Context: an optimization exercise on an open-source flow, tuned for small area, a short achievable clock period and few clock cycles per item. The choices shown serve that exercise and are no tape-out recipe.
At most, simulation tests tie the RTL to the original design; equivalence was not proved.

==> inputs of 03-06 <==
Design ysyx_041461_MUL, start of the top module:
module ysyx_041461_MUL(
    input  wire   [0:0]  clk             ,
    input  wire   [0:0]  rst             ,
    input  wire   [0:0]  MUL_valid_in    ,
    input  wire   [1:0]  MUL_signed      ,
    input  wire   [63:0] MUL_multiplicand,
    input  wire   [63:0] MUL_multiplier  ,
    output wire   [0:0]  MUL_valid_out   ,
    output wire   [63:0] MUL_result_hi   ,
    output wire   [63:0] MUL_result_lo
);
make LEC_CHECK=0 ABC_CLOCK_PERIOD_IN_PS=1500 CAP_MARGIN=20 CELL_PAD_IN_SITES_DETAIL_PLACEMENT=1 CELL_PAD_IN_SITES_GLOBAL_PLACEMENT=2 CORE_MARGIN=2 CORE_UTILIZATION=30 SETUP_SLACK_MARGIN=5 SLEW_MARGIN=20 finish   # period 8.0 ns
run.sh (not shown) runs the stock make flow with config.mk's settings and CLKGATE_MAP_FILE= SYNTH_SCRIPT=/design/flow/synth_recipe.tcl, a recipe that flattens the netlist after the stock synthesis.
==> 07-23: changes against 03-06 <==
- ABC_CLOCK_PERIOD_IN_PS: 1500 -> 600
- SYNTH_HIERARCHICAL: unset -> 0
==> comparison <==
03-06 went through all stages and came out clean. 07-23 completed without violations. In core utilization, 03-06 and 07-23 do not differ. In final cell count, 07-23 and 03-06 do not differ. Via count is the same in 07-23 and 03-06. Critical path depth is the same in 03-06 and 07-23. In die area, 03-06 and 07-23 do not differ. In final area, 03-06 and 07-23 do not differ. In first-iteration DRC count, 03-06 and 07-23 do not differ. In maximum frequency, 07-23 and 03-06 do not differ.
==> figures <==
| metric | 07-23 | 03-06 |
|---|---|---|
| Count of nets left with antenna violations after detail routing | 0 | 0 |
| Logic depth of the worst setup path including buffers | 12 | 12 |
| Placed inst area | 29900 sq um | 29900 sq um |
| Final routed wirelength across all metal layers | 97500 um | 97500 um |
| Flop and latch count out of synthesis | 396 | 396 |
| Run status | complete, no violations | complete, no violations |
| Global-route wire length before repair | 149000 um | 149000 um |
| Clk_buf instances | 69 | 69 |
| Clock buffer count from CTS | 52 | 52 |
| Wire length on met2 | 48400 um | 48400 um |
| Worst slack, placed | 4.11 ns | 4.11 ns |
| Hold worst-path end | ph[3] | ph[3] |
| # Post-CTS Setup Buffers | 19 | 19 |
| Category of the worst setup path capture point | flop | flop |
| Worst-path clk slew | 0.06 ns | 0.06 ns |
| Pin slew with the least headroom to its limit | 0.984 ns | 0.984 ns |
| Number of instances in the synthesized netlist | 2853 | 2853 |
| Worst reg2reg setup slack | 5.04 ns | 5.04 ns |
| Area used by sequential logic in the layout | 8210 sq um | 8210 sq um |
| Final worst hold slack | 0.348 ns | 0.348 ns |
| Most frequent cell after synthesis | sky130_fd_sc_hd__inv_1 | sky130_fd_sc_hd__inv_1 |
No run of this note included a check of the RTL's function; only the layout flow was run.

* * *

==> inputs of run A <==
Another version of the RTL of ysyx_041461_MUL (not shown whole).
==> flow/config.mk <==
export PLATFORM = sky130hd
export DESIGN_NAME = ysyx_041461_MUL
export DESIGN_NICKNAME = ysyx_041461_MUL
export VERILOG_FILES = /design/flow/design.v
export SDC_FILE = /design/flow/constraint.sdc
export NUM_CORES = 4
export LEC_CHECK = 0
export CAP_MARGIN = 20
export CELL_PAD_IN_SITES_DETAIL_PLACEMENT = 1
export CELL_PAD_IN_SITES_GLOBAL_PLACEMENT = 2
export CORE_MARGIN = 2
export CORE_UTILIZATION = 30
export CTS_CLUSTER_DIAMETER = 100
export CTS_CLUSTER_SIZE = 25
export SETUP_SLACK_MARGIN = 5
export SLEW_MARGIN = 20
export SYNTH_HIERARCHICAL = 1
==> flow/constraint.sdc <==
create_clock -name core_clock -period 8.0 [get_ports {clk}]
set_input_delay 1.6000 -clock core_clock [delete_from_list [all_inputs] [get_ports {clk}]]
set_output_delay 1.6000 -clock core_clock [all_outputs]
set_load 0.01 [all_outputs]
==> run X: changes against run A <==
--- a/flow/design.v
+++ b/flow/design.v
@@ -66,11 +66,11 @@
 assign first[0] = ph[1];
 wire m01_in = ~MUL_signed[1] & MUL_signed[0];
 reg [64:0] X;
 reg        m01_r, ext_r, b0_r;
 always @(posedge clk) begin
-    X     <= ph[9] ? V[72:8] : {MUL_signed[1] & MUL_multiplicand[63], MUL_multiplicand};
+    X     <= {MUL_signed[1] & MUL_multiplicand[63], MUL_multiplicand};
     m01_r <= m01_in;
     b0_r  <= MUL_multiplier[0] & ~m01_in;
     ext_r <= MUL_signed[1] & MUL_signed[0] & MUL_multiplier[63];
 end
 reg [63:0] Q;
@@ -1132,13 +1132,12 @@
 assign V[72] = ~(hp[72] ^ pg_g195);
 assign V[73] = ~(hp[73] ^ pg_g232);
 wire c8_raw = ~pg_g75;
 assign chunk = V[7:0];
 wire c8 = c8_raw & ~first[0];
-reg hi_top;
-always @(posedge clk) hi_top <= V[73];
-wire [65:0] hi = {hi_top, X};
+reg [65:0] hi;
+always @(posedge clk) hi <= V[73:8];
 assign MUL_result_hi = hi[65:2];
 assign MUL_result_lo = {hi[1:0], Q[63:2]};
 wire t1, t2;
 ysyx_041461_HA ut1 (.a(s_in[0]), .b(c_in[0]), .cout(t2), .s(t1));
 wire t3, t4;
ABC_CLOCK_PERIOD_IN_PS = 2000   (was not set)
==> results_dict.tcl <==
set metrics [dict create \
    nWellTaps 1030 \
    worst_pin_slew_ps 886 \
    grt_pass1_wl_um 127000 \
    max_stage_delay_ps 530 \
    nClkBuffers 23 \
    design_area_um2 27900 \
    gp_congestion 0.827 \
    cts_resized 290 \
    r2r_cells 8 \
    syn_area_um2 23000 \
    path_depth 8 \
    drive_above_1_share_pct 20.0 \
    multi_input_area_share_pct 57.5 \
    outcome "timing/DRC/antenna clean" \
]
The numbers above come from run A.

==> results_dict.tcl <==
set metrics [dict create \
    outcome "timing/DRC/antenna clean" \
    nWellTaps 1040 \
    design_area_um2 27900 \
    multi_input_area_share_pct 55.0 \
    grt_pass1_wl_um 124000 \
    antenna_found_initial 3 \
    r2r_cells 6 \
    drive_above_1_share_pct 13.7 \
    path_depth 6 \
    max_freq_mhz 341 \
    gp_congestion 0.805 \
    syn_area_um2 23600 \
    nClkBuffers 28 \
    worst_pin_slew_ps 963 \
]
The numbers above come from run X.

Testbench counts of run X, summed over its fixed seeds: cycles 26,400, items 2,400.
No functional check of the RTL was part of run A.
